What follows belongs to an exercise in optimizing a design on an open flow for small area, a short achievable clock period and few clock cycles; a production flow would make more cautious choices.
In this exercise RTL edits were held to simulation tests only and were not proved equivalent to the original.

==> flow/design.v, too long to show whole: its modules and the start of the top module <==
// module softmax: 3006 lines
// module sm_fa: 4 lines
// module sm_ha: 4 lines
module softmax #(parameter
	ARITH_TYPE = 1,
	DATA_WIDTH = 32,
	INTEGER = 10,
	FRACTION = 22,
    E=8,
    M=23 )
    (
input  wire                  clk,
input  wire                  reset,
input  wire                  softmax_enable,
input  wire [DATA_WIDTH-1:0] in1,
input  wire [DATA_WIDTH-1:0] in2,
input  wire [DATA_WIDTH-1:0] in3,
input  wire [DATA_WIDTH-1:0] in4,
input  wire [DATA_WIDTH-1:0] max_input,
output wire [DATA_WIDTH-1:0] softmax_out_1,
output wire [DATA_WIDTH-1:0] softmax_out_2,
output wire [DATA_WIDTH-1:0] softmax_out_3,
output wire [DATA_WIDTH-1:0] softmax_out_4,
output reg                   softmax_output_ready
    );
  // ...
==> flow/flow/run.sh <==
#!/bin/bash
# Layout flow: the standard ORFS flow (standard.sh, unchanged) with two
# settings passed on to make:
#  - BUFFER_PORTS_ARGS: every input and output port still gets its buffer, a
#    buf_1 (the smallest buffer) instead of the cell buffer_ports picks.
# make's full output goes to flow_make.log; ORFS keeps each step's log under
# orfs/logs.
set -euo pipefail
MARGIN=$(cat flow/margin.txt)
bash standard.sh "SETUP_SLACK_MARGIN=$MARGIN" \
  "BUFFER_PORTS_ARGS=-buffer_cell sky130_fd_sc_hd__buf_1" finish > flow_make.log 2>&1
==> flow/flow/margin.txt <==
9
==> flow/standard.sh <==
#!/bin/bash
# synth_recipe.tcl (not shown) runs the flow's synth.tcl, then flattens the netlist and writes it again
# the make line also repeats each setting of config.mk as NAME=value (left out here)
make -C /OpenROAD-flow-scripts/flow DESIGN_CONFIG=/design/flow/config.mk WORK_HOME=/design/flow/orfs CLKGATE_MAP_FILE= SYNTH_SCRIPT=/design/flow/synth_recipe.tcl "${@:-finish}"
==> flow/config.mk <==
export PLATFORM = sky130hd
export DESIGN_NAME = softmax
export DESIGN_NICKNAME = softmax
export VERILOG_FILES = /design/flow/design.v
export SDC_FILE = /design/flow/constraint.sdc
export NUM_CORES = 4
export LEC_CHECK = 0
export ABC_AREA = 1
export CAP_MARGIN = 20
export CORE_MARGIN = 2
export CORE_UTILIZATION = 40
export CTS_BUF_LIST = sky130_fd_sc_hd__clkbuf_4 sky130_fd_sc_hd__clkbuf_8
export PLACE_DENSITY = 0.6
export SLEW_MARGIN = 20
export SYNTH_HIERARCHICAL = 1
export SYNTH_MINIMUM_KEEP_SIZE = 0
==> flow/constraint.sdc <==
create_clock -name core_clock -period 15.0 [get_ports {clk}]
set_input_delay 3.0000 -clock core_clock [delete_from_list [all_inputs] [get_ports {clk}]]
set_output_delay 3.0000 -clock core_clock [all_outputs]
set_load 0.01 [all_outputs]
==> reports/metrics.csv, run 1 <==
stage;metric;value;unit
synth;area leader, netlist;fa_1;
detailed_routing;DR WL met3;9.80;mm
timing;final hold viol count;0;
synth;compound-cell area share of the yosys netlist;15.6;%
global_route;first-pass GRT wire length;167;mm
timing;skew final;57.7;ps
outcome;status;timing/DRC/antenna clean;
critical_path;Worst R2R Start;s3_d[14];
timing;slew at the pin with the worst max-slew slack;1000;ps
synth;Yosys reg bits;233;
cells_and_area;Area Overhead vs Synth;12.2;%
place;HPWL after DPL;79.6;mm
clocking;CTS tree;done;
synth;Synth top cells by count;569 x nand2_1, 516 x fa_1, 431 x inv_1, 414 x xor2_1, 399 x o22ai_1;
clocking;H-tree levels;2;
cells_and_area;most frequent cells in the layout;566 x nand2_1, 508 x fa_1, 409 x xor2_1;
floorplan;Die Ht;296;microns
synth;Post-Syn Area per Cell;8.59;sq um
cells_and_area;NonClk Buf Share;5.55;%
critical_path;Worst Path Required;15450;ps
timing;Setup TNS;0;ps
cells_and_area;Layout Utilization;45.5;%
floorplan;# rows;106;
synth;Post-synth EDFFs;0;
synth;most common cell in the synthesized netlist;nand2_1;
floorplan;Die Wd;296;microns
clocking;sinks on the clock net;233;
Testbench counts, summed over its fixed seeds: cycles 16,808.
==> inputs of run 2 (changes only) <==
--- a/flow/design.v
+++ b/flow/design.v
@@ -873,4 +873,6 @@
 wire gbo813 = s1_r[18] ^ s1_r[17];
 wire gbt814 = s1_r[18] & s1_r[17];
+reg [15:0] s2_sqn;
+always @(posedge clk) s2_sqn <= ~{go780, gx795, gx794, gx793, gx792, gx791, gx790, gx789, gx788, gx787, gx786, gx785, gx784, gx783, gx782, gx781};
 reg [15:0] s2_sq;
 always @(posedge clk) s2_sq <= {go780, gx795, gx794, gx793, gx792, gx791, gx790, gx789, gx788, gx787, gx786, gx785, gx784, gx783, gx782, gx781};
@@ -898,21 +900,21 @@
 wire gp831 = ((s2_rd[2] & s2_sq[15])) ^ s2_rd[0];
 wire gn832 = ~s2_rd[0];
-wire gp833 = ((s2_rd[4] & s2_sq[0])) ^ s2_rd[3];
-wire gp834 = ((s2_rd[4] & s2_sq[1]) | (s2_rd[5] & s2_sq[0])) ^ s2_rd[3];
-wire gp835 = ((s2_rd[4] & s2_sq[2]) | (s2_rd[5] & s2_sq[1])) ^ s2_rd[3];
-wire gp836 = ((s2_rd[4] & s2_sq[3]) | (s2_rd[5] & s2_sq[2])) ^ s2_rd[3];
-wire gp837 = ((s2_rd[4] & s2_sq[4]) | (s2_rd[5] & s2_sq[3])) ^ s2_rd[3];
-wire gp838 = ((s2_rd[4] & s2_sq[5]) | (s2_rd[5] & s2_sq[4])) ^ s2_rd[3];
-wire gp839 = ((s2_rd[4] & s2_sq[6]) | (s2_rd[5] & s2_sq[5])) ^ s2_rd[3];
-wire gp840 = ((s2_rd[4] & s2_sq[7]) | (s2_rd[5] & s2_sq[6])) ^ s2_rd[3];
-wire gp841 = ((s2_rd[4] & s2_sq[8]) | (s2_rd[5] & s2_sq[7])) ^ s2_rd[3];
-wire gp842 = ((s2_rd[4] & s2_sq[9]) | (s2_rd[5] & s2_sq[8])) ^ s2_rd[3];
-wire gp843 = ((s2_rd[4] & s2_sq[10]) | (s2_rd[5] & s2_sq[9])) ^ s2_rd[3];
-wire gp844 = ((s2_rd[4] & s2_sq[11]) | (s2_rd[5] & s2_sq[10])) ^ s2_rd[3];
-wire gp845 = ((s2_rd[4] & s2_sq[12]) | (s2_rd[5] & s2_sq[11])) ^ s2_rd[3];
-wire gp846 = ((s2_rd[4] & s2_sq[13]) | (s2_rd[5] & s2_sq[12])) ^ s2_rd[3];
-wire gp847 = ((s2_rd[4] & s2_sq[14]) | (s2_rd[5] & s2_sq[13])) ^ s2_rd[3];
-wire gp848 = ((s2_rd[4] & s2_sq[15]) | (s2_rd[5] & s2_sq[14])) ^ s2_rd[3];
-wire gp849 = ((s2_rd[5] & s2_sq[15])) ^ s2_rd[3];
+wire gp833 = ((s2_rd[4] & (~s2_sqn[0]))) ^ s2_rd[3];
+wire gp834 = ((s2_rd[4] & (~s2_sqn[1])) | (s2_rd[5] & (~s2_sqn[0]))) ^ s2_rd[3];
+wire gp835 = ((s2_rd[4] & (~s2_sqn[2])) | (s2_rd[5] & (~s2_sqn[1]))) ^ s2_rd[3];
+wire gp836 = ((s2_rd[4] & (~s2_sqn[3])) | (s2_rd[5] & (~s2_sqn[2]))) ^ s2_rd[3];
+wire gp837 = ((s2_rd[4] & (~s2_sqn[4])) | (s2_rd[5] & (~s2_sqn[3]))) ^ s2_rd[3];
+wire gp838 = ((s2_rd[4] & (~s2_sqn[5])) | (s2_rd[5] & (~s2_sqn[4]))) ^ s2_rd[3];
+wire gp839 = ((s2_rd[4] & (~s2_sqn[6])) | (s2_rd[5] & (~s2_sqn[5]))) ^ s2_rd[3];
+wire gp840 = ((s2_rd[4] & (~s2_sqn[7])) | (s2_rd[5] & (~s2_sqn[6]))) ^ s2_rd[3];
+wire gp841 = ((s2_rd[4] & (~s2_sqn[8])) | (s2_rd[5] & (~s2_sqn[7]))) ^ s2_rd[3];
+wire gp842 = ((s2_rd[4] & (~s2_sqn[9])) | (s2_rd[5] & (~s2_sqn[8]))) ^ s2_rd[3];
+wire gp843 = ((s2_rd[4] & (~s2_sqn[10])) | (s2_rd[5] & (~s2_sqn[9]))) ^ s2_rd[3];
+wire gp844 = ((s2_rd[4] & (~s2_sqn[11])) | (s2_rd[5] & (~s2_sqn[10]))) ^ s2_rd[3];
+wire gp845 = ((s2_rd[4] & (~s2_sqn[12])) | (s2_rd[5] & (~s2_sqn[11]))) ^ s2_rd[3];
+wire gp846 = ((s2_rd[4] & (~s2_sqn[13])) | (s2_rd[5] & (~s2_sqn[12]))) ^ s2_rd[3];
+wire gp847 = ((s2_rd[4] & (~s2_sqn[14])) | (s2_rd[5] & (~s2_sqn[13]))) ^ s2_rd[3];
+wire gp848 = ((s2_rd[4] & (~s2_sqn[15])) | (s2_rd[5] & (~s2_sqn[14]))) ^ s2_rd[3];
+wire gp849 = ((s2_rd[5] & (~s2_sqn[15]))) ^ s2_rd[3];
 wire gn850 = ~s2_rd[3];
 wire gp851 = ((s2_rd[7] & s2_sq[0])) ^ s2_rd[6];
@@ -934,21 +936,21 @@
 wire gp867 = ((s2_rd[8] & s2_sq[15])) ^ s2_rd[6];
 wire gn868 = ~s2_rd[6];
-wire gp869 = ((s2_rd[10] & s2_sq[0])) ^ s2_rd[9];
-wire gp870 = ((s2_rd[10] & s2_sq[1]) | (s2_rd[11] & s2_sq[0])) ^ s2_rd[9];
-wire gp871 = ((s2_rd[10] & s2_sq[2]) | (s2_rd[11] & s2_sq[1])) ^ s2_rd[9];
-wire gp872 = ((s2_rd[10] & s2_sq[3]) | (s2_rd[11] & s2_sq[2])) ^ s2_rd[9];
-wire gp873 = ((s2_rd[10] & s2_sq[4]) | (s2_rd[11] & s2_sq[3])) ^ s2_rd[9];
-wire gp874 = ((s2_rd[10] & s2_sq[5]) | (s2_rd[11] & s2_sq[4])) ^ s2_rd[9];
-wire gp875 = ((s2_rd[10] & s2_sq[6]) | (s2_rd[11] & s2_sq[5])) ^ s2_rd[9];
-wire gp876 = ((s2_rd[10] & s2_sq[7]) | (s2_rd[11] & s2_sq[6])) ^ s2_rd[9];
-wire gp877 = ((s2_rd[10] & s2_sq[8]) | (s2_rd[11] & s2_sq[7])) ^ s2_rd[9];
-wire gp878 = ((s2_rd[10] & s2_sq[9]) | (s2_rd[11] & s2_sq[8])) ^ s2_rd[9];
-wire gp879 = ((s2_rd[10] & s2_sq[10]) | (s2_rd[11] & s2_sq[9])) ^ s2_rd[9];
-wire gp880 = ((s2_rd[10] & s2_sq[11]) | (s2_rd[11] & s2_sq[10])) ^ s2_rd[9];
-wire gp881 = ((s2_rd[10] & s2_sq[12]) | (s2_rd[11] & s2_sq[11])) ^ s2_rd[9];
-wire gp882 = ((s2_rd[10] & s2_sq[13]) | (s2_rd[11] & s2_sq[12])) ^ s2_rd[9];
-wire gp883 = ((s2_rd[10] & s2_sq[14]) | (s2_rd[11] & s2_sq[13])) ^ s2_rd[9];
-wire gp884 = ((s2_rd[10] & s2_sq[15]) | (s2_rd[11] & s2_sq[14])) ^ s2_rd[9];
-wire gp885 = ((s2_rd[11] & s2_sq[15])) ^ s2_rd[9];
+wire gp869 = ((s2_rd[10] & (~s2_sqn[0]))) ^ s2_rd[9];
+wire gp870 = ((s2_rd[10] & (~s2_sqn[1])) | (s2_rd[11] & (~s2_sqn[0]))) ^ s2_rd[9];
+wire gp871 = ((s2_rd[10] & (~s2_sqn[2])) | (s2_rd[11] & (~s2_sqn[1]))) ^ s2_rd[9];
+wire gp872 = ((s2_rd[10] & (~s2_sqn[3])) | (s2_rd[11] & (~s2_sqn[2]))) ^ s2_rd[9];
+wire gp873 = ((s2_rd[10] & (~s2_sqn[4])) | (s2_rd[11] & (~s2_sqn[3]))) ^ s2_rd[9];
+wire gp874 = ((s2_rd[10] & (~s2_sqn[5])) | (s2_rd[11] & (~s2_sqn[4]))) ^ s2_rd[9];
+wire gp875 = ((s2_rd[10] & (~s2_sqn[6])) | (s2_rd[11] & (~s2_sqn[5]))) ^ s2_rd[9];
+wire gp876 = ((s2_rd[10] & (~s2_sqn[7])) | (s2_rd[11] & (~s2_sqn[6]))) ^ s2_rd[9];
+wire gp877 = ((s2_rd[10] & (~s2_sqn[8])) | (s2_rd[11] & (~s2_sqn[7]))) ^ s2_rd[9];
+wire gp878 = ((s2_rd[10] & (~s2_sqn[9])) | (s2_rd[11] & (~s2_sqn[8]))) ^ s2_rd[9];
+wire gp879 = ((s2_rd[10] & (~s2_sqn[10])) | (s2_rd[11] & (~s2_sqn[9]))) ^ s2_rd[9];
+wire gp880 = ((s2_rd[10] & (~s2_sqn[11])) | (s2_rd[11] & (~s2_sqn[10]))) ^ s2_rd[9];
+wire gp881 = ((s2_rd[10] & (~s2_sqn[12])) | (s2_rd[11] & (~s2_sqn[11]))) ^ s2_rd[9];
+wire gp882 = ((s2_rd[10] & (~s2_sqn[13])) | (s2_rd[11] & (~s2_sqn[12]))) ^ s2_rd[9];
+wire gp883 = ((s2_rd[10] & (~s2_sqn[14])) | (s2_rd[11] & (~s2_sqn[13]))) ^ s2_rd[9];
+wire gp884 = ((s2_rd[10] & (~s2_sqn[15])) | (s2_rd[11] & (~s2_sqn[14]))) ^ s2_rd[9];
+wire gp885 = ((s2_rd[11] & (~s2_sqn[15]))) ^ s2_rd[9];
 wire gn886 = ~s2_rd[9];
 wire gp887 = ((s2_rd[13] & s2_sq[0])) ^ s2_rd[12];
@@ -970,21 +972,21 @@
 wire gp903 = ((s2_rd[14] & s2_sq[15])) ^ s2_rd[12];
 wire gn904 = ~s2_rd[12];
-wire gp905 = ((s2_rd[16] & s2_sq[0])) ^ s2_rd[15];
-wire gp906 = ((s2_rd[16] & s2_sq[1]) | (s2_rd[17] & s2_sq[0])) ^ s2_rd[15];
-wire gp907 = ((s2_rd[16] & s2_sq[2]) | (s2_rd[17] & s2_sq[1])) ^ s2_rd[15];
-wire gp908 = ((s2_rd[16] & s2_sq[3]) | (s2_rd[17] & s2_sq[2])) ^ s2_rd[15];
-wire gp909 = ((s2_rd[16] & s2_sq[4]) | (s2_rd[17] & s2_sq[3])) ^ s2_rd[15];
-wire gp910 = ((s2_rd[16] & s2_sq[5]) | (s2_rd[17] & s2_sq[4])) ^ s2_rd[15];
-wire gp911 = ((s2_rd[16] & s2_sq[6]) | (s2_rd[17] & s2_sq[5])) ^ s2_rd[15];
-wire gp912 = ((s2_rd[16] & s2_sq[7]) | (s2_rd[17] & s2_sq[6])) ^ s2_rd[15];
-wire gp913 = ((s2_rd[16] & s2_sq[8]) | (s2_rd[17] & s2_sq[7])) ^ s2_rd[15];
-wire gp914 = ((s2_rd[16] & s2_sq[9]) | (s2_rd[17] & s2_sq[8])) ^ s2_rd[15];
-wire gp915 = ((s2_rd[16] & s2_sq[10]) | (s2_rd[17] & s2_sq[9])) ^ s2_rd[15];
-wire gp916 = ((s2_rd[16] & s2_sq[11]) | (s2_rd[17] & s2_sq[10])) ^ s2_rd[15];
-wire gp917 = ((s2_rd[16] & s2_sq[12]) | (s2_rd[17] & s2_sq[11])) ^ s2_rd[15];
-wire gp918 = ((s2_rd[16] & s2_sq[13]) | (s2_rd[17] & s2_sq[12])) ^ s2_rd[15];
-wire gp919 = ((s2_rd[16] & s2_sq[14]) | (s2_rd[17] & s2_sq[13])) ^ s2_rd[15];
-wire gp920 = ((s2_rd[16] & s2_sq[15]) | (s2_rd[17] & s2_sq[14])) ^ s2_rd[15];
-wire gp921 = ((s2_rd[17] & s2_sq[15])) ^ s2_rd[15];
+wire gp905 = ((s2_rd[16] & (~s2_sqn[0]))) ^ s2_rd[15];
+wire gp906 = ((s2_rd[16] & (~s2_sqn[1])) | (s2_rd[17] & (~s2_sqn[0]))) ^ s2_rd[15];
+wire gp907 = ((s2_rd[16] & (~s2_sqn[2])) | (s2_rd[17] & (~s2_sqn[1]))) ^ s2_rd[15];
+wire gp908 = ((s2_rd[16] & (~s2_sqn[3])) | (s2_rd[17] & (~s2_sqn[2]))) ^ s2_rd[15];
+wire gp909 = ((s2_rd[16] & (~s2_sqn[4])) | (s2_rd[17] & (~s2_sqn[3]))) ^ s2_rd[15];
+wire gp910 = ((s2_rd[16] & (~s2_sqn[5])) | (s2_rd[17] & (~s2_sqn[4]))) ^ s2_rd[15];
+wire gp911 = ((s2_rd[16] & (~s2_sqn[6])) | (s2_rd[17] & (~s2_sqn[5]))) ^ s2_rd[15];
+wire gp912 = ((s2_rd[16] & (~s2_sqn[7])) | (s2_rd[17] & (~s2_sqn[6]))) ^ s2_rd[15];
+wire gp913 = ((s2_rd[16] & (~s2_sqn[8])) | (s2_rd[17] & (~s2_sqn[7]))) ^ s2_rd[15];
+wire gp914 = ((s2_rd[16] & (~s2_sqn[9])) | (s2_rd[17] & (~s2_sqn[8]))) ^ s2_rd[15];
+wire gp915 = ((s2_rd[16] & (~s2_sqn[10])) | (s2_rd[17] & (~s2_sqn[9]))) ^ s2_rd[15];
+wire gp916 = ((s2_rd[16] & (~s2_sqn[11])) | (s2_rd[17] & (~s2_sqn[10]))) ^ s2_rd[15];
+wire gp917 = ((s2_rd[16] & (~s2_sqn[12])) | (s2_rd[17] & (~s2_sqn[11]))) ^ s2_rd[15];
+wire gp918 = ((s2_rd[16] & (~s2_sqn[13])) | (s2_rd[17] & (~s2_sqn[12]))) ^ s2_rd[15];
+wire gp919 = ((s2_rd[16] & (~s2_sqn[14])) | (s2_rd[17] & (~s2_sqn[13]))) ^ s2_rd[15];
+wire gp920 = ((s2_rd[16] & (~s2_sqn[15])) | (s2_rd[17] & (~s2_sqn[14]))) ^ s2_rd[15];
+wire gp921 = ((s2_rd[17] & (~s2_sqn[15]))) ^ s2_rd[15];
 wire gn922 = ~s2_rd[15];
 wire gp923 = ((s2_rd[19] & s2_sq[0])) ^ s2_rd[18];
@@ -1006,21 +1008,21 @@
 wire gp939 = ((s2_rd[20] & s2_sq[15])) ^ s2_rd[18];
 wire gn940 = ~s2_rd[18];
-wire gp941 = ((s2_rd[22] & s2_sq[0])) ^ s2_rd[21];
-wire gp942 = ((s2_rd[22] & s2_sq[1]) | (s2_rd[23] & s2_sq[0])) ^ s2_rd[21];
-wire gp943 = ((s2_rd[22] & s2_sq[2]) | (s2_rd[23] & s2_sq[1])) ^ s2_rd[21];
-wire gp944 = ((s2_rd[22] & s2_sq[3]) | (s2_rd[23] & s2_sq[2])) ^ s2_rd[21];
-wire gp945 = ((s2_rd[22] & s2_sq[4]) | (s2_rd[23] & s2_sq[3])) ^ s2_rd[21];
-wire gp946 = ((s2_rd[22] & s2_sq[5]) | (s2_rd[23] & s2_sq[4])) ^ s2_rd[21];
-wire gp947 = ((s2_rd[22] & s2_sq[6]) | (s2_rd[23] & s2_sq[5])) ^ s2_rd[21];
-wire gp948 = ((s2_rd[22] & s2_sq[7]) | (s2_rd[23] & s2_sq[6])) ^ s2_rd[21];
-wire gp949 = ((s2_rd[22] & s2_sq[8]) | (s2_rd[23] & s2_sq[7])) ^ s2_rd[21];
-wire gp950 = ((s2_rd[22] & s2_sq[9]) | (s2_rd[23] & s2_sq[8])) ^ s2_rd[21];
-wire gp951 = ((s2_rd[22] & s2_sq[10]) | (s2_rd[23] & s2_sq[9])) ^ s2_rd[21];
-wire gp952 = ((s2_rd[22] & s2_sq[11]) | (s2_rd[23] & s2_sq[10])) ^ s2_rd[21];
-wire gp953 = ((s2_rd[22] & s2_sq[12]) | (s2_rd[23] & s2_sq[11])) ^ s2_rd[21];
-wire gp954 = ((s2_rd[22] & s2_sq[13]) | (s2_rd[23] & s2_sq[12])) ^ s2_rd[21];
-wire gp955 = ((s2_rd[22] & s2_sq[14]) | (s2_rd[23] & s2_sq[13])) ^ s2_rd[21];
-wire gp956 = ((s2_rd[22] & s2_sq[15]) | (s2_rd[23] & s2_sq[14])) ^ s2_rd[21];
-wire gp957 = ((s2_rd[23] & s2_sq[15])) ^ s2_rd[21];
+wire gp941 = ((s2_rd[22] & (~s2_sqn[0]))) ^ s2_rd[21];
+wire gp942 = ((s2_rd[22] & (~s2_sqn[1])) | (s2_rd[23] & (~s2_sqn[0]))) ^ s2_rd[21];
+wire gp943 = ((s2_rd[22] & (~s2_sqn[2])) | (s2_rd[23] & (~s2_sqn[1]))) ^ s2_rd[21];
+wire gp944 = ((s2_rd[22] & (~s2_sqn[3])) | (s2_rd[23] & (~s2_sqn[2]))) ^ s2_rd[21];
+wire gp945 = ((s2_rd[22] & (~s2_sqn[4])) | (s2_rd[23] & (~s2_sqn[3]))) ^ s2_rd[21];
+wire gp946 = ((s2_rd[22] & (~s2_sqn[5])) | (s2_rd[23] & (~s2_sqn[4]))) ^ s2_rd[21];
+wire gp947 = ((s2_rd[22] & (~s2_sqn[6])) | (s2_rd[23] & (~s2_sqn[5]))) ^ s2_rd[21];
+wire gp948 = ((s2_rd[22] & (~s2_sqn[7])) | (s2_rd[23] & (~s2_sqn[6]))) ^ s2_rd[21];
+wire gp949 = ((s2_rd[22] & (~s2_sqn[8])) | (s2_rd[23] & (~s2_sqn[7]))) ^ s2_rd[21];
+wire gp950 = ((s2_rd[22] & (~s2_sqn[9])) | (s2_rd[23] & (~s2_sqn[8]))) ^ s2_rd[21];
+wire gp951 = ((s2_rd[22] & (~s2_sqn[10])) | (s2_rd[23] & (~s2_sqn[9]))) ^ s2_rd[21];
+wire gp952 = ((s2_rd[22] & (~s2_sqn[11])) | (s2_rd[23] & (~s2_sqn[10]))) ^ s2_rd[21];
+wire gp953 = ((s2_rd[22] & (~s2_sqn[12])) | (s2_rd[23] & (~s2_sqn[11]))) ^ s2_rd[21];
+wire gp954 = ((s2_rd[22] & (~s2_sqn[13])) | (s2_rd[23] & (~s2_sqn[12]))) ^ s2_rd[21];
+wire gp955 = ((s2_rd[22] & (~s2_sqn[14])) | (s2_rd[23] & (~s2_sqn[13]))) ^ s2_rd[21];
+wire gp956 = ((s2_rd[22] & (~s2_sqn[15])) | (s2_rd[23] & (~s2_sqn[14]))) ^ s2_rd[21];
+wire gp957 = ((s2_rd[23] & (~s2_sqn[15]))) ^ s2_rd[21];
 wire gn958 = ~s2_rd[21];
 wire gp959 = ((s2_rd[25] & s2_sq[0])) ^ s2_rd[24];
@@ -1042,21 +1044,21 @@
 wire gp975 = ((s2_rd[26] & s2_sq[15])) ^ s2_rd[24];
 wire gn976 = ~s2_rd[24];
-wire gp977 = (s2_rd[28] & s2_sq[0]);
-wire gp978 = (s2_rd[28] & s2_sq[1]) | (s2_rd[29] & s2_sq[0]);
-wire gp979 = (s2_rd[28] & s2_sq[2]) | (s2_rd[29] & s2_sq[1]);
-wire gp980 = (s2_rd[28] & s2_sq[3]) | (s2_rd[29] & s2_sq[2]);
-wire gp981 = (s2_rd[28] & s2_sq[4]) | (s2_rd[29] & s2_sq[3]);
-wire gp982 = (s2_rd[28] & s2_sq[5]) | (s2_rd[29] & s2_sq[4]);
-wire gp983 = (s2_rd[28] & s2_sq[6]) | (s2_rd[29] & s2_sq[5]);
-wire gp984 = (s2_rd[28] & s2_sq[7]) | (s2_rd[29] & s2_sq[6]);
-wire gp985 = (s2_rd[28] & s2_sq[8]) | (s2_rd[29] & s2_sq[7]);
-wire gp986 = (s2_rd[28] & s2_sq[9]) | (s2_rd[29] & s2_sq[8]);
-wire gp987 = (s2_rd[28] & s2_sq[10]) | (s2_rd[29] & s2_sq[9]);
-wire gp988 = (s2_rd[28] & s2_sq[11]) | (s2_rd[29] & s2_sq[10]);
-wire gp989 = (s2_rd[28] & s2_sq[12]) | (s2_rd[29] & s2_sq[11]);
-wire gp990 = (s2_rd[28] & s2_sq[13]) | (s2_rd[29] & s2_sq[12]);
-wire gp991 = (s2_rd[28] & s2_sq[14]) | (s2_rd[29] & s2_sq[13]);
-wire gp992 = (s2_rd[28] & s2_sq[15]) | (s2_rd[29] & s2_sq[14]);
-wire gp993 = (s2_rd[29] & s2_sq[15]);
+wire gp977 = (s2_rd[28] & (~s2_sqn[0]));
+wire gp978 = (s2_rd[28] & (~s2_sqn[1])) | (s2_rd[29] & (~s2_sqn[0]));
+wire gp979 = (s2_rd[28] & (~s2_sqn[2])) | (s2_rd[29] & (~s2_sqn[1]));
+wire gp980 = (s2_rd[28] & (~s2_sqn[3])) | (s2_rd[29] & (~s2_sqn[2]));
+wire gp981 = (s2_rd[28] & (~s2_sqn[4])) | (s2_rd[29] & (~s2_sqn[3]));
+wire gp982 = (s2_rd[28] & (~s2_sqn[5])) | (s2_rd[29] & (~s2_sqn[4]));
+wire gp983 = (s2_rd[28] & (~s2_sqn[6])) | (s2_rd[29] & (~s2_sqn[5]));
+wire gp984 = (s2_rd[28] & (~s2_sqn[7])) | (s2_rd[29] & (~s2_sqn[6]));
+wire gp985 = (s2_rd[28] & (~s2_sqn[8])) | (s2_rd[29] & (~s2_sqn[7]));
+wire gp986 = (s2_rd[28] & (~s2_sqn[9])) | (s2_rd[29] & (~s2_sqn[8]));
+wire gp987 = (s2_rd[28] & (~s2_sqn[10])) | (s2_rd[29] & (~s2_sqn[9]));
+wire gp988 = (s2_rd[28] & (~s2_sqn[11])) | (s2_rd[29] & (~s2_sqn[10]));
+wire gp989 = (s2_rd[28] & (~s2_sqn[12])) | (s2_rd[29] & (~s2_sqn[11]));
+wire gp990 = (s2_rd[28] & (~s2_sqn[13])) | (s2_rd[29] & (~s2_sqn[12]));
+wire gp991 = (s2_rd[28] & (~s2_sqn[14])) | (s2_rd[29] & (~s2_sqn[13]));
+wire gp992 = (s2_rd[28] & (~s2_sqn[15])) | (s2_rd[29] & (~s2_sqn[14]));
+wire gp993 = (s2_rd[29] & (~s2_sqn[15]));
 wire gs994;
 wire gco995;
@@ -1838,4 +1840,6 @@
 wire [23:0] d_sum_b = {gs1767, gs1764, gs1761, gs1758, gs1755, gs1752, gs1749, gs1746, gs1743, gs1740, gs1737, gs1734, gs1731, gs1728, gs1725, gs1722, gs1719, gs1716, gs1713, gs1710, gs1707, gs1704, gs1701, go1552};
 wire [23:0] d_sum = d_sum_a + d_sum_b;
+reg [18:0] s3_dn;
+always @(posedge clk) s3_dn <= ~{d_sum[23], d_sum[22], d_sum[21], d_sum[20], d_sum[19], d_sum[18], d_sum[17], d_sum[16], d_sum[15], d_sum[14], d_sum[13], d_sum[12], d_sum[11], d_sum[10], d_sum[9], d_sum[8], d_sum[7], d_sum[6], d_sum[5]};
 reg [18:0] s3_d;
 always @(posedge clk) s3_d <= {d_sum[23], d_sum[22], d_sum[21], d_sum[20], d_sum[19], d_sum[18], d_sum[17], d_sum[16], d_sum[15], d_sum[14], d_sum[13], d_sum[12], d_sum[11], d_sum[10], d_sum[9], d_sum[8], d_sum[7], d_sum[6], d_sum[5]};
@@ -2031,24 +2035,24 @@
 wire gp1823 = ((gbt1770 & s3_d[18])) ^ gn1793;
 wire gn1824 = ~gn1793;
-wire gp1825 = ((gbo1771 & s3_d[0])) ^ gn1794;
-wire gp1826 = ((gbo1771 & s3_d[1]) | (gbt1772 & s3_d[0])) ^ gn1794;
-wire gp1827 = ((gbo1771 & s3_d[2]) | (gbt1772 & s3_d[1])) ^ gn1794;
-wire gp1828 = ((gbo1771 & s3_d[3]) | (gbt1772 & s3_d[2])) ^ gn1794;
-wire gp1829 = ((gbo1771 & s3_d[4]) | (gbt1772 & s3_d[3])) ^ gn1794;
-wire gp1830 = ((gbo1771 & s3_d[5]) | (gbt1772 & s3_d[4])) ^ gn1794;
-wire gp1831 = ((gbo1771 & s3_d[6]) | (gbt1772 & s3_d[5])) ^ gn1794;
-wire gp1832 = ((gbo1771 & s3_d[7]) | (gbt1772 & s3_d[6])) ^ gn1794;
-wire gp1833 = ((gbo1771 & s3_d[8]) | (gbt1772 & s3_d[7])) ^ gn1794;
-wire gp1834 = ((gbo1771 & s3_d[9]) | (gbt1772 & s3_d[8])) ^ gn1794;
-wire gp1835 = ((gbo1771 & s3_d[10]) | (gbt1772 & s3_d[9])) ^ gn1794;
-wire gp1836 = ((gbo1771 & s3_d[11]) | (gbt1772 & s3_d[10])) ^ gn1794;
-wire gp1837 = ((gbo1771 & s3_d[12]) | (gbt1772 & s3_d[11])) ^ gn1794;
-wire gp1838 = ((gbo1771 & s3_d[13]) | (gbt1772 & s3_d[12])) ^ gn1794;
-wire gp1839 = ((gbo1771 & s3_d[14]) | (gbt1772 & s3_d[13])) ^ gn1794;
-wire gp1840 = ((gbo1771 & s3_d[15]) | (gbt1772 & s3_d[14])) ^ gn1794;
-wire gp1841 = ((gbo1771 & s3_d[16]) | (gbt1772 & s3_d[15])) ^ gn1794;
-wire gp1842 = ((gbo1771 & s3_d[17]) | (gbt1772 & s3_d[16])) ^ gn1794;
-wire gp1843 = ((gbo1771 & s3_d[18]) | (gbt1772 & s3_d[17])) ^ gn1794;
-wire gp1844 = ((gbt1772 & s3_d[18])) ^ gn1794;
+wire gp1825 = ((gbo1771 & (~s3_dn[0]))) ^ gn1794;
+wire gp1826 = ((gbo1771 & (~s3_dn[1])) | (gbt1772 & (~s3_dn[0]))) ^ gn1794;
+wire gp1827 = ((gbo1771 & (~s3_dn[2])) | (gbt1772 & (~s3_dn[1]))) ^ gn1794;
+wire gp1828 = ((gbo1771 & (~s3_dn[3])) | (gbt1772 & (~s3_dn[2]))) ^ gn1794;
+wire gp1829 = ((gbo1771 & (~s3_dn[4])) | (gbt1772 & (~s3_dn[3]))) ^ gn1794;
+wire gp1830 = ((gbo1771 & (~s3_dn[5])) | (gbt1772 & (~s3_dn[4]))) ^ gn1794;
+wire gp1831 = ((gbo1771 & (~s3_dn[6])) | (gbt1772 & (~s3_dn[5]))) ^ gn1794;
+wire gp1832 = ((gbo1771 & (~s3_dn[7])) | (gbt1772 & (~s3_dn[6]))) ^ gn1794;
+wire gp1833 = ((gbo1771 & (~s3_dn[8])) | (gbt1772 & (~s3_dn[7]))) ^ gn1794;
+wire gp1834 = ((gbo1771 & (~s3_dn[9])) | (gbt1772 & (~s3_dn[8]))) ^ gn1794;
+wire gp1835 = ((gbo1771 & (~s3_dn[10])) | (gbt1772 & (~s3_dn[9]))) ^ gn1794;
+wire gp1836 = ((gbo1771 & (~s3_dn[11])) | (gbt1772 & (~s3_dn[10]))) ^ gn1794;
+wire gp1837 = ((gbo1771 & (~s3_dn[12])) | (gbt1772 & (~s3_dn[11]))) ^ gn1794;
+wire gp1838 = ((gbo1771 & (~s3_dn[13])) | (gbt1772 & (~s3_dn[12]))) ^ gn1794;
+wire gp1839 = ((gbo1771 & (~s3_dn[14])) | (gbt1772 & (~s3_dn[13]))) ^ gn1794;
+wire gp1840 = ((gbo1771 & (~s3_dn[15])) | (gbt1772 & (~s3_dn[14]))) ^ gn1794;
+wire gp1841 = ((gbo1771 & (~s3_dn[16])) | (gbt1772 & (~s3_dn[15]))) ^ gn1794;
+wire gp1842 = ((gbo1771 & (~s3_dn[17])) | (gbt1772 & (~s3_dn[16]))) ^ gn1794;
+wire gp1843 = ((gbo1771 & (~s3_dn[18])) | (gbt1772 & (~s3_dn[17]))) ^ gn1794;
+wire gp1844 = ((gbt1772 & (~s3_dn[18]))) ^ gn1794;
 wire gn1845 = ~gn1794;
 wire gp1846 = ((gbo1773 & s3_d[0])) ^ gn1795;
@@ -2073,24 +2077,24 @@
 wire gp1865 = ((gbt1774 & s3_d[18])) ^ gn1795;
 wire gn1866 = ~gn1795;
-wire gp1867 = ((gbo1775 & s3_d[0])) ^ gn1796;
-wire gp1868 = ((gbo1775 & s3_d[1]) | (gbt1776 & s3_d[0])) ^ gn1796;
-wire gp1869 = ((gbo1775 & s3_d[2]) | (gbt1776 & s3_d[1])) ^ gn1796;
-wire gp1870 = ((gbo1775 & s3_d[3]) | (gbt1776 & s3_d[2])) ^ gn1796;
-wire gp1871 = ((gbo1775 & s3_d[4]) | (gbt1776 & s3_d[3])) ^ gn1796;
-wire gp1872 = ((gbo1775 & s3_d[5]) | (gbt1776 & s3_d[4])) ^ gn1796;
-wire gp1873 = ((gbo1775 & s3_d[6]) | (gbt1776 & s3_d[5])) ^ gn1796;
-wire gp1874 = ((gbo1775 & s3_d[7]) | (gbt1776 & s3_d[6])) ^ gn1796;
-wire gp1875 = ((gbo1775 & s3_d[8]) | (gbt1776 & s3_d[7])) ^ gn1796;
-wire gp1876 = ((gbo1775 & s3_d[9]) | (gbt1776 & s3_d[8])) ^ gn1796;
-wire gp1877 = ((gbo1775 & s3_d[10]) | (gbt1776 & s3_d[9])) ^ gn1796;
-wire gp1878 = ((gbo1775 & s3_d[11]) | (gbt1776 & s3_d[10])) ^ gn1796;
-wire gp1879 = ((gbo1775 & s3_d[12]) | (gbt1776 & s3_d[11])) ^ gn1796;
-wire gp1880 = ((gbo1775 & s3_d[13]) | (gbt1776 & s3_d[12])) ^ gn1796;
-wire gp1881 = ((gbo1775 & s3_d[14]) | (gbt1776 & s3_d[13])) ^ gn1796;
-wire gp1882 = ((gbo1775 & s3_d[15]) | (gbt1776 & s3_d[14])) ^ gn1796;
-wire gp1883 = ((gbo1775 & s3_d[16]) | (gbt1776 & s3_d[15])) ^ gn1796;
-wire gp1884 = ((gbo1775 & s3_d[17]) | (gbt1776 & s3_d[16])) ^ gn1796;
-wire gp1885 = ((gbo1775 & s3_d[18]) | (gbt1776 & s3_d[17])) ^ gn1796;
-wire gp1886 = ((gbt1776 & s3_d[18])) ^ gn1796;
+wire gp1867 = ((gbo1775 & (~s3_dn[0]))) ^ gn1796;
+wire gp1868 = ((gbo1775 & (~s3_dn[1])) | (gbt1776 & (~s3_dn[0]))) ^ gn1796;
+wire gp1869 = ((gbo1775 & (~s3_dn[2])) | (gbt1776 & (~s3_dn[1]))) ^ gn1796;
+wire gp1870 = ((gbo1775 & (~s3_dn[3])) | (gbt1776 & (~s3_dn[2]))) ^ gn1796;
+wire gp1871 = ((gbo1775 & (~s3_dn[4])) | (gbt1776 & (~s3_dn[3]))) ^ gn1796;
+wire gp1872 = ((gbo1775 & (~s3_dn[5])) | (gbt1776 & (~s3_dn[4]))) ^ gn1796;
+wire gp1873 = ((gbo1775 & (~s3_dn[6])) | (gbt1776 & (~s3_dn[5]))) ^ gn1796;
+wire gp1874 = ((gbo1775 & (~s3_dn[7])) | (gbt1776 & (~s3_dn[6]))) ^ gn1796;
+wire gp1875 = ((gbo1775 & (~s3_dn[8])) | (gbt1776 & (~s3_dn[7]))) ^ gn1796;
+wire gp1876 = ((gbo1775 & (~s3_dn[9])) | (gbt1776 & (~s3_dn[8]))) ^ gn1796;
+wire gp1877 = ((gbo1775 & (~s3_dn[10])) | (gbt1776 & (~s3_dn[9]))) ^ gn1796;
+wire gp1878 = ((gbo1775 & (~s3_dn[11])) | (gbt1776 & (~s3_dn[10]))) ^ gn1796;
+wire gp1879 = ((gbo1775 & (~s3_dn[12])) | (gbt1776 & (~s3_dn[11]))) ^ gn1796;
+wire gp1880 = ((gbo1775 & (~s3_dn[13])) | (gbt1776 & (~s3_dn[12]))) ^ gn1796;
+wire gp1881 = ((gbo1775 & (~s3_dn[14])) | (gbt1776 & (~s3_dn[13]))) ^ gn1796;
+wire gp1882 = ((gbo1775 & (~s3_dn[15])) | (gbt1776 & (~s3_dn[14]))) ^ gn1796;
+wire gp1883 = ((gbo1775 & (~s3_dn[16])) | (gbt1776 & (~s3_dn[15]))) ^ gn1796;
+wire gp1884 = ((gbo1775 & (~s3_dn[17])) | (gbt1776 & (~s3_dn[16]))) ^ gn1796;
+wire gp1885 = ((gbo1775 & (~s3_dn[18])) | (gbt1776 & (~s3_dn[17]))) ^ gn1796;
+wire gp1886 = ((gbt1776 & (~s3_dn[18]))) ^ gn1796;
 wire gn1887 = ~gn1796;
 wire gp1888 = ((gbo1777 & s3_d[0])) ^ gn1797;
@@ -2115,24 +2119,24 @@
 wire gp1907 = ((gbt1778 & s3_d[18])) ^ gn1797;
 wire gn1908 = ~gn1797;
-wire gp1909 = ((gbo1779 & s3_d[0])) ^ gn1798;
-wire gp1910 = ((gbo1779 & s3_d[1]) | (gbt1780 & s3_d[0])) ^ gn1798;
-wire gp1911 = ((gbo1779 & s3_d[2]) | (gbt1780 & s3_d[1])) ^ gn1798;
-wire gp1912 = ((gbo1779 & s3_d[3]) | (gbt1780 & s3_d[2])) ^ gn1798;
-wire gp1913 = ((gbo1779 & s3_d[4]) | (gbt1780 & s3_d[3])) ^ gn1798;
-wire gp1914 = ((gbo1779 & s3_d[5]) | (gbt1780 & s3_d[4])) ^ gn1798;
-wire gp1915 = ((gbo1779 & s3_d[6]) | (gbt1780 & s3_d[5])) ^ gn1798;
-wire gp1916 = ((gbo1779 & s3_d[7]) | (gbt1780 & s3_d[6])) ^ gn1798;
-wire gp1917 = ((gbo1779 & s3_d[8]) | (gbt1780 & s3_d[7])) ^ gn1798;
-wire gp1918 = ((gbo1779 & s3_d[9]) | (gbt1780 & s3_d[8])) ^ gn1798;
-wire gp1919 = ((gbo1779 & s3_d[10]) | (gbt1780 & s3_d[9])) ^ gn1798;
-wire gp1920 = ((gbo1779 & s3_d[11]) | (gbt1780 & s3_d[10])) ^ gn1798;
-wire gp1921 = ((gbo1779 & s3_d[12]) | (gbt1780 & s3_d[11])) ^ gn1798;
-wire gp1922 = ((gbo1779 & s3_d[13]) | (gbt1780 & s3_d[12])) ^ gn1798;
-wire gp1923 = ((gbo1779 & s3_d[14]) | (gbt1780 & s3_d[13])) ^ gn1798;
-wire gp1924 = ((gbo1779 & s3_d[15]) | (gbt1780 & s3_d[14])) ^ gn1798;
-wire gp1925 = ((gbo1779 & s3_d[16]) | (gbt1780 & s3_d[15])) ^ gn1798;
-wire gp1926 = ((gbo1779 & s3_d[17]) | (gbt1780 & s3_d[16])) ^ gn1798;
-wire gp1927 = ((gbo1779 & s3_d[18]) | (gbt1780 & s3_d[17])) ^ gn1798;
-wire gp1928 = ((gbt1780 & s3_d[18])) ^ gn1798;
+wire gp1909 = ((gbo1779 & (~s3_dn[0]))) ^ gn1798;
+wire gp1910 = ((gbo1779 & (~s3_dn[1])) | (gbt1780 & (~s3_dn[0]))) ^ gn1798;
+wire gp1911 = ((gbo1779 & (~s3_dn[2])) | (gbt1780 & (~s3_dn[1]))) ^ gn1798;
+wire gp1912 = ((gbo1779 & (~s3_dn[3])) | (gbt1780 & (~s3_dn[2]))) ^ gn1798;
+wire gp1913 = ((gbo1779 & (~s3_dn[4])) | (gbt1780 & (~s3_dn[3]))) ^ gn1798;
+wire gp1914 = ((gbo1779 & (~s3_dn[5])) | (gbt1780 & (~s3_dn[4]))) ^ gn1798;
+wire gp1915 = ((gbo1779 & (~s3_dn[6])) | (gbt1780 & (~s3_dn[5]))) ^ gn1798;
+wire gp1916 = ((gbo1779 & (~s3_dn[7])) | (gbt1780 & (~s3_dn[6]))) ^ gn1798;
+wire gp1917 = ((gbo1779 & (~s3_dn[8])) | (gbt1780 & (~s3_dn[7]))) ^ gn1798;
+wire gp1918 = ((gbo1779 & (~s3_dn[9])) | (gbt1780 & (~s3_dn[8]))) ^ gn1798;
+wire gp1919 = ((gbo1779 & (~s3_dn[10])) | (gbt1780 & (~s3_dn[9]))) ^ gn1798;
+wire gp1920 = ((gbo1779 & (~s3_dn[11])) | (gbt1780 & (~s3_dn[10]))) ^ gn1798;
+wire gp1921 = ((gbo1779 & (~s3_dn[12])) | (gbt1780 & (~s3_dn[11]))) ^ gn1798;
+wire gp1922 = ((gbo1779 & (~s3_dn[13])) | (gbt1780 & (~s3_dn[12]))) ^ gn1798;
+wire gp1923 = ((gbo1779 & (~s3_dn[14])) | (gbt1780 & (~s3_dn[13]))) ^ gn1798;
+wire gp1924 = ((gbo1779 & (~s3_dn[15])) | (gbt1780 & (~s3_dn[14]))) ^ gn1798;
+wire gp1925 = ((gbo1779 & (~s3_dn[16])) | (gbt1780 & (~s3_dn[15]))) ^ gn1798;
+wire gp1926 = ((gbo1779 & (~s3_dn[17])) | (gbt1780 & (~s3_dn[16]))) ^ gn1798;
+wire gp1927 = ((gbo1779 & (~s3_dn[18])) | (gbt1780 & (~s3_dn[17]))) ^ gn1798;
+wire gp1928 = ((gbt1780 & (~s3_dn[18]))) ^ gn1798;
 wire gn1929 = ~gn1798;
 wire gp1930 = ((gbo1781 & s3_d[0])) ^ gn1799;
@@ -2157,24 +2161,24 @@
 wire gp1949 = ((gbt1782 & s3_d[18])) ^ gn1799;
 wire gn1950 = ~gn1799;
-wire gp1951 = ((gbo1783 & s3_d[0])) ^ gn1800;
-wire gp1952 = ((gbo1783 & s3_d[1]) | (gbt1784 & s3_d[0])) ^ gn1800;
-wire gp1953 = ((gbo1783 & s3_d[2]) | (gbt1784 & s3_d[1])) ^ gn1800;
-wire gp1954 = ((gbo1783 & s3_d[3]) | (gbt1784 & s3_d[2])) ^ gn1800;
-wire gp1955 = ((gbo1783 & s3_d[4]) | (gbt1784 & s3_d[3])) ^ gn1800;
-wire gp1956 = ((gbo1783 & s3_d[5]) | (gbt1784 & s3_d[4])) ^ gn1800;
-wire gp1957 = ((gbo1783 & s3_d[6]) | (gbt1784 & s3_d[5])) ^ gn1800;
-wire gp1958 = ((gbo1783 & s3_d[7]) | (gbt1784 & s3_d[6])) ^ gn1800;
-wire gp1959 = ((gbo1783 & s3_d[8]) | (gbt1784 & s3_d[7])) ^ gn1800;
-wire gp1960 = ((gbo1783 & s3_d[9]) | (gbt1784 & s3_d[8])) ^ gn1800;
-wire gp1961 = ((gbo1783 & s3_d[10]) | (gbt1784 & s3_d[9])) ^ gn1800;
-wire gp1962 = ((gbo1783 & s3_d[11]) | (gbt1784 & s3_d[10])) ^ gn1800;
-wire gp1963 = ((gbo1783 & s3_d[12]) | (gbt1784 & s3_d[11])) ^ gn1800;
-wire gp1964 = ((gbo1783 & s3_d[13]) | (gbt1784 & s3_d[12])) ^ gn1800;
-wire gp1965 = ((gbo1783 & s3_d[14]) | (gbt1784 & s3_d[13])) ^ gn1800;
-wire gp1966 = ((gbo1783 & s3_d[15]) | (gbt1784 & s3_d[14])) ^ gn1800;
-wire gp1967 = ((gbo1783 & s3_d[16]) | (gbt1784 & s3_d[15])) ^ gn1800;
-wire gp1968 = ((gbo1783 & s3_d[17]) | (gbt1784 & s3_d[16])) ^ gn1800;
-wire gp1969 = ((gbo1783 & s3_d[18]) | (gbt1784 & s3_d[17])) ^ gn1800;
-wire gp1970 = ((gbt1784 & s3_d[18])) ^ gn1800;
+wire gp1951 = ((gbo1783 & (~s3_dn[0]))) ^ gn1800;
+wire gp1952 = ((gbo1783 & (~s3_dn[1])) | (gbt1784 & (~s3_dn[0]))) ^ gn1800;
+wire gp1953 = ((gbo1783 & (~s3_dn[2])) | (gbt1784 & (~s3_dn[1]))) ^ gn1800;
+wire gp1954 = ((gbo1783 & (~s3_dn[3])) | (gbt1784 & (~s3_dn[2]))) ^ gn1800;
+wire gp1955 = ((gbo1783 & (~s3_dn[4])) | (gbt1784 & (~s3_dn[3]))) ^ gn1800;
+wire gp1956 = ((gbo1783 & (~s3_dn[5])) | (gbt1784 & (~s3_dn[4]))) ^ gn1800;
+wire gp1957 = ((gbo1783 & (~s3_dn[6])) | (gbt1784 & (~s3_dn[5]))) ^ gn1800;
+wire gp1958 = ((gbo1783 & (~s3_dn[7])) | (gbt1784 & (~s3_dn[6]))) ^ gn1800;
+wire gp1959 = ((gbo1783 & (~s3_dn[8])) | (gbt1784 & (~s3_dn[7]))) ^ gn1800;
+wire gp1960 = ((gbo1783 & (~s3_dn[9])) | (gbt1784 & (~s3_dn[8]))) ^ gn1800;
+wire gp1961 = ((gbo1783 & (~s3_dn[10])) | (gbt1784 & (~s3_dn[9]))) ^ gn1800;
+wire gp1962 = ((gbo1783 & (~s3_dn[11])) | (gbt1784 & (~s3_dn[10]))) ^ gn1800;
+wire gp1963 = ((gbo1783 & (~s3_dn[12])) | (gbt1784 & (~s3_dn[11]))) ^ gn1800;
+wire gp1964 = ((gbo1783 & (~s3_dn[13])) | (gbt1784 & (~s3_dn[12]))) ^ gn1800;
+wire gp1965 = ((gbo1783 & (~s3_dn[14])) | (gbt1784 & (~s3_dn[13]))) ^ gn1800;
+wire gp1966 = ((gbo1783 & (~s3_dn[15])) | (gbt1784 & (~s3_dn[14]))) ^ gn1800;
+wire gp1967 = ((gbo1783 & (~s3_dn[16])) | (gbt1784 & (~s3_dn[15]))) ^ gn1800;
+wire gp1968 = ((gbo1783 & (~s3_dn[17])) | (gbt1784 & (~s3_dn[16]))) ^ gn1800;
+wire gp1969 = ((gbo1783 & (~s3_dn[18])) | (gbt1784 & (~s3_dn[17]))) ^ gn1800;
+wire gp1970 = ((gbt1784 & (~s3_dn[18]))) ^ gn1800;
 wire gn1971 = ~gn1800;
 wire gp1972 = ((gbo1785 & s3_d[0])) ^ gn1801;
@@ -2199,24 +2203,24 @@
 wire gp1991 = ((gbt1786 & s3_d[18])) ^ gn1801;
 wire gn1992 = ~gn1801;
-wire gp1993 = ((gbo1787 & s3_d[0])) ^ gn1802;
-wire gp1994 = ((gbo1787 & s3_d[1]) | (gbt1788 & s3_d[0])) ^ gn1802;
-wire gp1995 = ((gbo1787 & s3_d[2]) | (gbt1788 & s3_d[1])) ^ gn1802;
-wire gp1996 = ((gbo1787 & s3_d[3]) | (gbt1788 & s3_d[2])) ^ gn1802;
-wire gp1997 = ((gbo1787 & s3_d[4]) | (gbt1788 & s3_d[3])) ^ gn1802;
-wire gp1998 = ((gbo1787 & s3_d[5]) | (gbt1788 & s3_d[4])) ^ gn1802;
-wire gp1999 = ((gbo1787 & s3_d[6]) | (gbt1788 & s3_d[5])) ^ gn1802;
-wire gp2000 = ((gbo1787 & s3_d[7]) | (gbt1788 & s3_d[6])) ^ gn1802;
-wire gp2001 = ((gbo1787 & s3_d[8]) | (gbt1788 & s3_d[7])) ^ gn1802;
-wire gp2002 = ((gbo1787 & s3_d[9]) | (gbt1788 & s3_d[8])) ^ gn1802;
-wire gp2003 = ((gbo1787 & s3_d[10]) | (gbt1788 & s3_d[9])) ^ gn1802;
-wire gp2004 = ((gbo1787 & s3_d[11]) | (gbt1788 & s3_d[10])) ^ gn1802;
-wire gp2005 = ((gbo1787 & s3_d[12]) | (gbt1788 & s3_d[11])) ^ gn1802;
-wire gp2006 = ((gbo1787 & s3_d[13]) | (gbt1788 & s3_d[12])) ^ gn1802;
-wire gp2007 = ((gbo1787 & s3_d[14]) | (gbt1788 & s3_d[13])) ^ gn1802;
-wire gp2008 = ((gbo1787 & s3_d[15]) | (gbt1788 & s3_d[14])) ^ gn1802;
-wire gp2009 = ((gbo1787 & s3_d[16]) | (gbt1788 & s3_d[15])) ^ gn1802;
-wire gp2010 = ((gbo1787 & s3_d[17]) | (gbt1788 & s3_d[16])) ^ gn1802;
-wire gp2011 = ((gbo1787 & s3_d[18]) | (gbt1788 & s3_d[17])) ^ gn1802;
-wire gp2012 = ((gbt1788 & s3_d[18])) ^ gn1802;
+wire gp1993 = ((gbo1787 & (~s3_dn[0]))) ^ gn1802;
+wire gp1994 = ((gbo1787 & (~s3_dn[1])) | (gbt1788 & (~s3_dn[0]))) ^ gn1802;
+wire gp1995 = ((gbo1787 & (~s3_dn[2])) | (gbt1788 & (~s3_dn[1]))) ^ gn1802;
+wire gp1996 = ((gbo1787 & (~s3_dn[3])) | (gbt1788 & (~s3_dn[2]))) ^ gn1802;
+wire gp1997 = ((gbo1787 & (~s3_dn[4])) | (gbt1788 & (~s3_dn[3]))) ^ gn1802;
+wire gp1998 = ((gbo1787 & (~s3_dn[5])) | (gbt1788 & (~s3_dn[4]))) ^ gn1802;
+wire gp1999 = ((gbo1787 & (~s3_dn[6])) | (gbt1788 & (~s3_dn[5]))) ^ gn1802;
+wire gp2000 = ((gbo1787 & (~s3_dn[7])) | (gbt1788 & (~s3_dn[6]))) ^ gn1802;
+wire gp2001 = ((gbo1787 & (~s3_dn[8])) | (gbt1788 & (~s3_dn[7]))) ^ gn1802;
+wire gp2002 = ((gbo1787 & (~s3_dn[9])) | (gbt1788 & (~s3_dn[8]))) ^ gn1802;
+wire gp2003 = ((gbo1787 & (~s3_dn[10])) | (gbt1788 & (~s3_dn[9]))) ^ gn1802;
+wire gp2004 = ((gbo1787 & (~s3_dn[11])) | (gbt1788 & (~s3_dn[10]))) ^ gn1802;
+wire gp2005 = ((gbo1787 & (~s3_dn[12])) | (gbt1788 & (~s3_dn[11]))) ^ gn1802;
+wire gp2006 = ((gbo1787 & (~s3_dn[13])) | (gbt1788 & (~s3_dn[12]))) ^ gn1802;
+wire gp2007 = ((gbo1787 & (~s3_dn[14])) | (gbt1788 & (~s3_dn[13]))) ^ gn1802;
+wire gp2008 = ((gbo1787 & (~s3_dn[15])) | (gbt1788 & (~s3_dn[14]))) ^ gn1802;
+wire gp2009 = ((gbo1787 & (~s3_dn[16])) | (gbt1788 & (~s3_dn[15]))) ^ gn1802;
+wire gp2010 = ((gbo1787 & (~s3_dn[17])) | (gbt1788 & (~s3_dn[16]))) ^ gn1802;
+wire gp2011 = ((gbo1787 & (~s3_dn[18])) | (gbt1788 & (~s3_dn[17]))) ^ gn1802;
+wire gp2012 = ((gbt1788 & (~s3_dn[18]))) ^ gn1802;
 wire gn2013 = ~gn1802;
 wire gp2014 = ((gbo1789 & s3_d[0])) ^ gn1803;
@@ -2241,24 +2245,24 @@
 wire gp2033 = ((gbt1790 & s3_d[18])) ^ gn1803;
 wire gn2034 = ~gn1803;
-wire gp2035 = ~((gbo1791 & s3_d[0]));
-wire gp2036 = ~((gbo1791 & s3_d[1]) | (gbt1792 & s3_d[0]));
-wire gp2037 = ~((gbo1791 & s3_d[2]) | (gbt1792 & s3_d[1]));
-wire gp2038 = ~((gbo1791 & s3_d[3]) | (gbt1792 & s3_d[2]));
-wire gp2039 = ~((gbo1791 & s3_d[4]) | (gbt1792 & s3_d[3]));
-wire gp2040 = ~((gbo1791 & s3_d[5]) | (gbt1792 & s3_d[4]));
-wire gp2041 = ~((gbo1791 & s3_d[6]) | (gbt1792 & s3_d[5]));
-wire gp2042 = ~((gbo1791 & s3_d[7]) | (gbt1792 & s3_d[6]));
-wire gp2043 = ~((gbo1791 & s3_d[8]) | (gbt1792 & s3_d[7]));
-wire gp2044 = ~((gbo1791 & s3_d[9]) | (gbt1792 & s3_d[8]));
-wire gp2045 = ~((gbo1791 & s3_d[10]) | (gbt1792 & s3_d[9]));
-wire gp2046 = ~((gbo1791 & s3_d[11]) | (gbt1792 & s3_d[10]));
-wire gp2047 = ~((gbo1791 & s3_d[12]) | (gbt1792 & s3_d[11]));
-wire gp2048 = ~((gbo1791 & s3_d[13]) | (gbt1792 & s3_d[12]));
-wire gp2049 = ~((gbo1791 & s3_d[14]) | (gbt1792 & s3_d[13]));
-wire gp2050 = ~((gbo1791 & s3_d[15]) | (gbt1792 & s3_d[14]));
-wire gp2051 = ~((gbo1791 & s3_d[16]) | (gbt1792 & s3_d[15]));
-wire gp2052 = ~((gbo1791 & s3_d[17]) | (gbt1792 & s3_d[16]));
-wire gp2053 = ~((gbo1791 & s3_d[18]) | (gbt1792 & s3_d[17]));
-wire gp2054 = ~((gbt1792 & s3_d[18]));
+wire gp2035 = ~((gbo1791 & (~s3_dn[0])));
+wire gp2036 = ~((gbo1791 & (~s3_dn[1])) | (gbt1792 & (~s3_dn[0])));
+wire gp2037 = ~((gbo1791 & (~s3_dn[2])) | (gbt1792 & (~s3_dn[1])));
+wire gp2038 = ~((gbo1791 & (~s3_dn[3])) | (gbt1792 & (~s3_dn[2])));
+wire gp2039 = ~((gbo1791 & (~s3_dn[4])) | (gbt1792 & (~s3_dn[3])));
+wire gp2040 = ~((gbo1791 & (~s3_dn[5])) | (gbt1792 & (~s3_dn[4])));
+wire gp2041 = ~((gbo1791 & (~s3_dn[6])) | (gbt1792 & (~s3_dn[5])));
+wire gp2042 = ~((gbo1791 & (~s3_dn[7])) | (gbt1792 & (~s3_dn[6])));
+wire gp2043 = ~((gbo1791 & (~s3_dn[8])) | (gbt1792 & (~s3_dn[7])));
+wire gp2044 = ~((gbo1791 & (~s3_dn[9])) | (gbt1792 & (~s3_dn[8])));
+wire gp2045 = ~((gbo1791 & (~s3_dn[10])) | (gbt1792 & (~s3_dn[9])));
+wire gp2046 = ~((gbo1791 & (~s3_dn[11])) | (gbt1792 & (~s3_dn[10])));
+wire gp2047 = ~((gbo1791 & (~s3_dn[12])) | (gbt1792 & (~s3_dn[11])));
+wire gp2048 = ~((gbo1791 & (~s3_dn[13])) | (gbt1792 & (~s3_dn[12])));
+wire gp2049 = ~((gbo1791 & (~s3_dn[14])) | (gbt1792 & (~s3_dn[13])));
+wire gp2050 = ~((gbo1791 & (~s3_dn[15])) | (gbt1792 & (~s3_dn[14])));
+wire gp2051 = ~((gbo1791 & (~s3_dn[16])) | (gbt1792 & (~s3_dn[15])));
+wire gp2052 = ~((gbo1791 & (~s3_dn[17])) | (gbt1792 & (~s3_dn[16])));
+wire gp2053 = ~((gbo1791 & (~s3_dn[18])) | (gbt1792 & (~s3_dn[17])));
+wire gp2054 = ~((gbt1792 & (~s3_dn[18])));
 wire gs2055;
 wire gco2056;
--- a/flow/config.mk
+++ b/flow/config.mk
@@ -10,5 +10,4 @@
 export CORE_MARGIN = 2
 export CORE_UTILIZATION = 40
-export CTS_BUF_LIST = sky130_fd_sc_hd__clkbuf_4 sky130_fd_sc_hd__clkbuf_8
 export PLACE_DENSITY = 0.6
 export SLEW_MARGIN = 20
==> reports/metrics.csv, run 2 <==
stage;metric;value;unit;change
outcome;status;timing/DRC/antenna clean;;
critical_path;Cell Chain, Critical Path;clkinvlp_4 -> o22ai_4 -> xor2_2 -> fa_2 -> fa_2 -> fa_2 -> fa_2 -> fa_1 -> ha_1 -> nand2_1 -> o21bai_4 -> a21oi_2 -> nor3b_2 -> nand2_2 -> fa_1 -> ha_4 -> a21oi_4 -> nor2_1 -> nor2_2 -> o21ai_1 -> a21oi_1 -> o21ai_2 -> xnor2_1 -> inv_1;;
synth;Netlist cell types;60;;
timing;slew at the pin with the worst max-slew slack;1010;ps;+14.2 ps
global_route;pin count of the biggest net entering global routing;61;;
synth;Gate Count Post-Synth;4067;;
floorplan;# IOs;292;;
floorplan;# rows;108;;+1.9%
synth;Warnings, synthesis;7;;
clocking;Root Buffer Master;clkbuf_16;;
floorplan;Die Ht;300;microns;+1.5%
global_route;total grt overflow;0;;
clocking;clock-pin slew on the worst setup and hold paths;60;ps;
synth;Post-Syn Area per Cell;8.61;sq um;+0.22%
place;number of port buffers;250;;
timing;Slew headroom;32.1;%;
critical_path;crit path max fanout;4;;
detailed_routing;DRC viols;0;;
place;HPWL after DPL;86.0;mm;+8.1%
cells_and_area;Area Overhead vs Synth;12.6;%;
timing;unrepaired setup endpoints after global routing;true;;
critical_path;CP Class;flop to flop;;
synth;ys flop type;dfxtp_1;;
critical_path;slowest stage delay, CP;580;ps;
cells_and_area;Sequential Area;0.00549;sq mm;
clocking;Clock Latency Late Sink;580;ps;
synth;Synth top area share;29.5;%;
clocking;sinks on the clock net;268;;+15%
floorplan;Starting Density;40.4;%;
synth;Synth top cells by count;577 x nand2_1, 516 x fa_1, 494 x inv_1, 403 x o22ai_1, 402 x xor2_1;;
cells_and_area;Filler Cell Count;8589;;
cells_and_area;proportion of layout cells with a drive suffix above 1;9.47;%;
critical_path;Crit-path slowest cell;fa_2;;
detailed_routing;final WL;114;mm;
detailed_routing;Routed WL per cell;20.9;microns;
synth;Post-synth EDFFs;0;;unchanged
critical_path;Worst Path Required;15460;ps;about the same
timing;worst setup margin;9110;ps;
synth;Post-Syn Area;0.0350;sq mm;
detailed_routing;ANT nets after route;0;;
synth;Yosys reg bits;268;;+15%
cells_and_area;most frequent cells in the layout;571 x nand2_1, 503 x fa_1, 462 x inv_1;;
run;maximum capacitance violations;0;;
detailed_routing;routed vias;30800;;
synth;post-synthesis async set-or-reset flop share;1.87;%;
timing;min Tclk post-route;5890;ps;
floorplan;Die Wd;300;microns;+1.5%
clocking;Num CTS Buffers;29;;
cells_and_area;commonest non-fill, non-tap cell in the layout;nand2_1;;
cells_and_area;Multi-input gate area;0.0273;sq mm;
timing;skew final;17.7;ps;-39.9 ps
timing;Fmax;0.170;GHz;
timing;Final Max Tran Viols;0;;
detailed_routing;TritonRoute pass-1 iters;7;;
global_route;vias in the first global route;30800;;
synth;area leader, netlist;fa_1;;
timing;crit share post-route;39.2;%;
synth;most common cell in the synthesized netlist;nand2_1;;
detailed_routing;Starting DRT DRC Count;2847;;
critical_path;crit end category;flop;;
critical_path;CP Launch Type;flop;;
place;RD Place Congestion;0.970;;
clocking;H-tree levels;1;;-1
timing;final hold viol count;0;;unchanged
floorplan;Core Area;0.0868;sq mm;
timing;final setup fails;0;;
critical_path;Critical Path Most Common Cell;fa_2;;
global_route;first-pass GRT wire length;176;mm;+5.4%
cells_and_area;nets@finish;5237;;
detailed_routing;via/cell ratio;5.62;;
global_route;initial antenna violation count;3;;
synth;top post-synthesis cells by area;fa_1 29%, dfxtp_1 15%, xor2_1 10%;;
synth;sequential area share after synthesis;15.4;%;
clocking;maximum buffer depth of the clock tree;3;;
place;pre-CTS WS;8500;ps;
timing;Setup TNS;0;ps;unchanged
clocking;CTS tree;done;;
critical_path;WP data arrival;6340;ps;
global_route;gr usage total;24.9;%;
hold_path;Hold WC Path Type;flop to flop;;
floorplan;DIE AREA;0.0900;sq mm;
## run 2: final timing paths
path	end	cells past startpoint	startpoint	slack, ps
max	s3_d[12]	24	s2_rd[5]	9110
min	s2_si[4]	0	s1_idx[4]	330
max reg2reg	s3_d[12]	24	s2_rd[5]	9110
min reg2reg	s2_si[4]	0	s1_idx[4]	330
max in group asynchronous	cnt[1]	2	reset	12530
min in group asynchronous	softmax_output_ready	2	reset	2300
## run 2: per-stage QoR
step	hold slack, ps	area, sq um	utilization, %	std cells
after floorplan	310	35300	-	4137
after global placement	310	36900	42.5	5319
after detailed placement	312	36900	42.5	5320
after CTS	327	38600	44.5	5428
after global routing	334	39500	45.5	5476
final	326	39500	45.5	5476
## run 2: final cells by class
type | count | share of cell area (%)
multi-input cells | 3089 | 69.2
flip-flops and latches | 268 | 13.9
repair buffers | 389 | 5.27
inverters | 514 | 5.24
well taps | 1155 | 3.66
clock buffers | 38 | 2.10
clock inverters | 16 | 0.485
repair inverters | 5 | 0.0825
diodes | 2 | 0.0127
## run 2: critical path, delay by kind of cell (launching register included)
| kind | cells | cell delay, ps |
|---|---|---|
| xor gates and xnor gates | 2 | 290 |
| buffers and inverters | 2 | 190 |
| AOI/OAI and AO/OA | 7 | 910 |
| adders and majority gates | 8 | 3380 |
| and+or+nand+nor | 5 | 610 |
| DFF | 1 | 370 |
## run 2: cells by family after synthesis
group,share of synthesized area (%)
simple gates,10.9
compound gates,15.3
buf+inv,8.79
fa+ha+maj,38.8
xor+xnor,10.8
flops,15.4
other cells,0.0214
## run 2: metal layers
layer / routed length [microns] / up-vias / share of wire (%) / track usage, %
met2: 52500 / 1715 / 46 / 40.8
met1: 44900 / 14900 / 39 / 32.1
met4: 6840 / 0 / 6.0 / 12.4
met5: 0 / - / 0 / 0
li1: - / 13800 / - / -
met3: 9970 / 379 / 8.7 / 3.86
## run 2: Yosys stat by module, one instance, submodules excluded
module / cell area [sq um] / flip-flops and latches / times used / cells inside
sm_fa: 20.0 / 0 / 510 / 1
softmax: 23700 / 268 / 1 / 3469
sm_ha: 12.5 / 0 / 88 / 1
## run 2: repair_timing
| action | in CTS | in global routing |
|---|---|---|
| hold buffers | 0 | 0 |
| pin swaps | 4 | 29 |
| setup buffers | 53 | 42 |
| cloned | 1 | 4 |
| endpoints found under the setup margin | 71 | 62 |
| resized for setup | 68 | 144 |
Testbench counts of run 2, summed over its fixed seeds: cycles 16,808.

[afterwards: timing with drivers on the ports]
How much do the figures lean on ideal ports? The routed layouts below were timed once more, with nothing changed but the port constraints.
Step 1 (the two cells are an assumption about what drives the block):
set clk [get_ports {clk}]
set_driving_cell -lib_cell sky130_fd_sc_hd__clkbuf_16 $clk
set_driving_cell -lib_cell sky130_fd_sc_hd__buf_2 [delete_from_list [all_inputs] $clk]
Step 2, shift: input delay + t, output delay - t, t = (earliest + latest rising clock arrival at the registers) / 2. This alone moves slack from input paths to output paths.
Three values: ideal, step 1, step 2; two values: the first two.
run	shift t [ns]	setup slack, ns	worst setup path after step 2	latest minus earliest clock arrival (ns)
run 1	0.653	9.154 / 9.154 / 9.154	register to register	0.064 / 0.064
run 2	0.628	9.114 / 9.114 / 9.114	register to register	0.022 / 0.022
After both steps every run listed still meets setup and hold.
